From an optimization exercise on the open Yosys and OpenROAD flow, aimed at small area, a short achievable clock period and few clock cycles; shortcuts taken in it are not production practice. At most, simulation tests tie the RTL to the original design; equivalence was not proved. Power figures rest on the tool's default switching activity, not on a simulated workload.

Setup of P:
Design drawLine, start of the top module:
module drawLine
    (
        output logic [18:0] addr  ,
        output logic [31:0] data  ,
        output logic        wr    ,
        input  logic        busy  ,
        input  logic        clk   ,
        input  logic        reset ,
        input  logic        clk_en,
        input  logic        start ,
        output logic        done  ,
        input  logic [31:0] dataa ,
        input  logic [31:0] datab ,
        input  logic  [7:0] n     ,
        output logic [31:0] result
    );
clock: 6.0 ns
lec_check: 0
abc_clock_period_in_ps: 2500
cap_margin: 20
core_margin: 2
core_utilization: 40
place_density: 0.6
setup_slack_margin: 2.5
slew_margin: 20
standard.sh (not shown) runs the stock make flow with config.mk's settings and CLKGATE_MAP_FILE= SYNTH_SCRIPT=/design/flow/synth_recipe.tcl, a recipe that flattens the netlist after the stock synthesis.
==> flow/flow/run.sh <==
#!/bin/bash
# Standard layout, with the port buffers made of the smallest buffer cell
# (the resizer upsizes them where timing needs it).
set -euo pipefail
export BUFFER_PORTS_ARGS="-buffer_cell sky130_fd_sc_hd__buf_1"
bash standard.sh finish > make_finish.log 2>&1
P closes out successfully: all stages finished, all timing, DRC and antenna checks passed.
Testbench counts of P, summed over its fixed seeds: cycles 75,107.
--- input diff P..Q ---
Settings: changing SETUP_SLACK_MARGIN from 2.5 to 2.8.
Results
Global routing met2 resource utilization, Q and P, lower one = Q.
Diff Q..P | total setup violations reported at the end of the flow | unchanged
As far as footprint of the flip-flops and latches goes, P and Q are indistinguishable; the numbers are identical.
Taking P as the reference point, the switching share of power of Q falls by 1.2 points.
Setup WNS P -> Q: better
> inputs changed (Q -> R)
Settings: swapping 2.8 for 3.0 in SETUP_SLACK_MARGIN.
- Summary: with Q as the reference, routed wire length in R moved up by a few percent.
- Compared with Q, R shows a core utilization that is 3.4 points higher.
- Looking only at clock network power, and setting everything else aside, the higher value of R and Q goes to R.
- Q -> R: final cell count increased by a few percent
- Area growth from synthesis to layout delta for R relative to Q: 8.4 points higher
Input changes introduced in S (baseline for comparison: R):
Settings: changing SETUP_SLACK_MARGIN from 3.0 to 2.9; changing ABC_CLOCK_PERIOD_IN_PS from 2500 to 3500.
Notes after the runs:
Summary of S over R: worst slack on hold paths saw little to no change; DRC violation count after routing saw little to no change; average vias per placed instance saw a decrease. Re initial standard-cell utilization of the core: no difference whatsoever between R and S. Diff R..S | final period utilization | negligible. Re non-clock buffer contribution to total cell area: R and S aren't equal, and the higher value belongs to R. Between R and S, the flow reports count of buffers not belonging to the clock network in the layout decreasing by more than 10%.
The following lists how T was set up differently from S:
Settings: SETUP_SLACK_MARGIN changed from 2.9 to 3.2; ABC_CLOCK_PERIOD_IN_PS changed from 3500 to 2500.
Findings:
- Diff S -> T: global-route total usage across every layer +1.6 points; share of cells above drive strength 1 moved up; via count increased 373; clock buffer count from CTS roughly the same.
- When the final numbers for T and S were put side by side, the total power turned out to be smaller in S.
- The final reports for T and S show sequential share of layout area lower in the former.

---

## v57
The RTL this note starts from:
==> flow/design.v <==
module drawLine
    (
        output logic [18:0] addr  ,
        output logic [31:0] data  ,
        output logic        wr    ,
        input  logic        busy  ,
        input  logic        clk   ,
        input  logic        reset ,
        input  logic        clk_en,
        input  logic        start ,
        output logic        done  ,
        input  logic [31:0] dataa ,
        input  logic [31:0] datab ,
        input  logic  [7:0] n     ,
        output logic [31:0] result
    );
    logic        sb, sc, se, sf, sg, sw, run;   
    logic        single;                            
    logic        first;                             
    logic        steep, sgx, sgy;
    logic [10:0] freg;
    logic  [9:0] cnt;
    wire [9:0] rp = result[9:0];
    wire [9:0] rq = result[29:20];
    wire idle = ~(sb | sc | se | sf | sg | sw | run);
    wire [9:0] x0 = dataa[9:0];
    wire [9:0] y0 = dataa[19:10];
    wire [9:0] x1 = dataa[29:20];
    wire [9:0] y1 = datab[9:0];
    wire       empty = (x0 == x1) && (y0 == y1) && (n != 8'd0);
    logic       cci;
    wire [11:0] ccw = {1'b0, cnt, 1'b1} + {1'b0, ~rq, cci};
    wire        ccout = ccw[11];
    wire  [9:0] cc = ccw[10:1];
    wire        g    = ~freg[10];               
    logic       sbc;                            
    wire        fsel = sbc | g;
    wire        fci  = sb | g;
    wire [10:0] fop  = fsel ? ~{1'b0, rp} : {1'b0, rq};
    wire [11:0] fsw  = {freg, 1'b1} + {fop, fci};
    wire [10:0] fs   = fsw[11:1];
    wire  [9:0] bigD = steep ? rq : cnt;
    wire        mx  = ~first & (~steep | g);
    wire        my  = ~first & (steep | g);
    wire        xn  = mx & sgx;
    wire        h0  = my ^ xn;
    wire        h1  = my ? sgy : xn;
    wire        h2  = my ? ~sgy : xn;
    wire [18:0] addend = {{9{h1}}, h2, h1, h0, {6{xn}}, mx}
                       | {2'b00, rp & {10{sb}}, 7'd0}
                       | {9'd0, rq[9:7] & {3{sc}}, 7'd0};
    wire [18:0] asum = addr + addend;
    wire issue = ~busy;
    wire start_e = idle & start;
    wire ev_run  = (sg | run) & issue;           
    wire last    = (cnt == 10'd1);
    wire ev_one  = ((sc & single) | sw) & issue;  
    wire fin     = (ev_run & last) | ev_one;      
    wire        en_cnt  = start_e | sc | (sf & steep) | ev_run;
    wire  [9:0] d_cnt   = (sg | run) ? cnt - 10'd1 :
                          sc ? cc ^ {10{sgx}} :
                          sf ? rq : x1;
    wire        en_freg = start_e | sb | sc | sf | sg | (run & issue & ~first);
    wire [10:0] d_freg  = sf ? ~{2'b00, bigD[9:1]} :
                          idle ? {1'b0, y1} : fs;
    wire        en_addr = start_e | sb | sc | (run & issue);
    wire [18:0] d_addr  = idle ? {y0, 2'b00, x0[6:0]} : asum;
    wire        go      = start_e & ~empty;
    wire        en_rp   = go | sb | sf | fin;
    wire  [9:0] d_rp    = idle ? y0 : sb ? 10'd0 : sf ? cc ^ {10{steep}} : datab[9:0];
    wire        en_rq   = go | (sc & ~single) | (sf & steep) | fin;
    wire  [9:0] d_rq    = idle ? x0 : (sc & ~single) ? fs[9:0] ^ {10{freg[10]}} : sf ? cnt : datab[29:20];
    wire        en_col  = go | fin;
    assign data = {22'd0, result[19:10]};
    always_ff @(posedge clk) begin
        if (reset) begin
            sb     <= 1'b0;
            sc     <= 1'b0;
            se     <= 1'b0;
            sf     <= 1'b0;
            sg     <= 1'b0;
            sw     <= 1'b0;
            run    <= 1'b0;
            wr     <= 1'b0;
            done   <= 1'b0;
            result <= 32'd0;
        end else if (clk_en) begin
            sb   <= start_e & ~empty;
            sc   <= sb;
            se   <= sc & ~single;
            sf   <= se;
            sg   <= sf;
            sw   <= ((sc & single) | sw) & ~issue;
            run  <= (sg | run) & ~(issue & last);
            wr   <= ev_run | ev_one;
            done <= (start_e & empty) | fin;
            if (en_rp)  result[9:0]   <= d_rp;
            if (en_col) result[19:10] <= datab[19:10];
            if (en_rq)  result[29:20] <= d_rq;
            if (fin)    result[31:30] <= datab[31:30];
        end
    end
    always_ff @(posedge clk) begin
        if (clk_en) begin
            if (start_e) begin
                single <= (n == 8'd0);
            end
            cci <= go | ((sb | se) & ccout);
            sbc <= go | sb;
            if (start_e | ev_run)
                first <= start_e;
            if (sb)
                sgx <= ~ccout;
            if (sc)
                sgy <= freg[10];
            if (se)
                steep <= ~ccout;
            if (en_cnt)
                cnt <= d_cnt;
            if (en_freg)
                freg <= d_freg;
            if (en_addr)
                addr <= d_addr;
        end
    end
endmodule
clock: 6.0 ns
lec_check: 0
abc_clock_period_in_ps: 2500
cap_margin: 20
core_margin: 2
core_utilization: 40
place_density: 0.6
setup_slack_margin: 2.9
slew_margin: 20
Scripts as last shown in full above: flow/flow/run.sh
Modified inputs, v52 compared to v57
- an added TNS_END_PERCENT of 0
[summary]
Net switching power shrinks by a few percent when moving from v57 to v52. The number of clock buffers in the layout in v52 sits 2 below the value recorded for v57. v57 -> v52: count of sequential standard cells delta 0, exact match. v52 vs. v57: met1 demand-to-capacity share in global routing ~0 delta; worst stage delay on the critical path -0.09 ns; fraction of area in registers +0.44 points. Power: v52 draws less than v57. Number of buffers other than clock buffers in the final layout of v52 falls short of that of v57 by a few percent.
Input-level comparison between v1 and v52:
- TNS_END_PERCENT removed (was 0)
- SETUP_SLACK_MARGIN changed from 2.9 to 2.8
## What came out
Looking at fraction of cell area in non-clock buffers across v52 and v1, the one that comes out lower is v52.
v1 gives more pre-CTS worst setup slack than v52 did.
The routed length on met1 reported for v1 is smaller than that of v52 by 1.3%.
v1 reports a lower detailed placer's ending HPWL than v52 does.
Taking v52 as the reference point, the share of power burned in combinational logic of v1 rises by 0.4 points.
v1 vs v52: final clock period utilization by the worst path up in v1
Changes observed in v1 relative to v52: final setup slack of the worst path now sits lower; overall power of the completed layout now sits higher; wire length on met3 now sits higher; final-layout clock buffer total now sits higher.
Function was not checked in any run of this note: the RTL went through the layout flow alone.

## re-timing with driven ports
No port has a modelled driver above. Below, the same layouts with a new extraction and two added sets of constraints.
Step 1 (the two cells are an assumption about what drives the block):
set clk [get_ports {clk}]
set_driving_cell -lib_cell sky130_fd_sc_hd__clkbuf_16 $clk
set_driving_cell -lib_cell sky130_fd_sc_hd__buf_2 [delete_from_list [all_inputs] $clk]
Step 2 times the ports against the registers' clock, not the clock port: input delays grow and output delays shrink by t, the midpoint of the rising clock arrivals with the driver on.
Three values: ideal, step 1, step 2; two values: the first two.
| run | t (ns) | setup slack, ns | worst setup path at the end | slew at the worst register clock pin (ns) |
|---|---|---|---|---|
| P | 0.402 | 2.609 / 2.609 / 2.508 | input to register | 0.07 / 0.07 |
| Q | 0.401 | 2.801 / 2.801 / 2.801 | register to register | 0.07 / 0.07 |
| R | 0.416 | 2.826 / 2.826 / 2.826 | register to register | 0.08 / 0.08 |
| S | 0.402 | 2.830 / 2.830 / 2.830 | register to register | 0.08 / 0.08 |
| T | 0.407 | 2.828 / 2.828 / 2.828 | register to register | 0.07 / 0.07 |
| v57 | 0.403 | 2.813 / 2.813 / 2.710 | input to register | 0.08 / 0.08 |
| v52 | 0.398 | 2.833 / 2.833 / 2.570 | input to register | 0.07 / 0.07 |
| v1 | 0.391 | 2.806 / 2.806 / 2.580 | input to register | 0.07 / 0.07 |
After both steps setup and hold are still met in every run listed. For v52, which loses most, drivers alone change the setup slack by 0.000 ns; drivers and shift together by -0.263 ns.
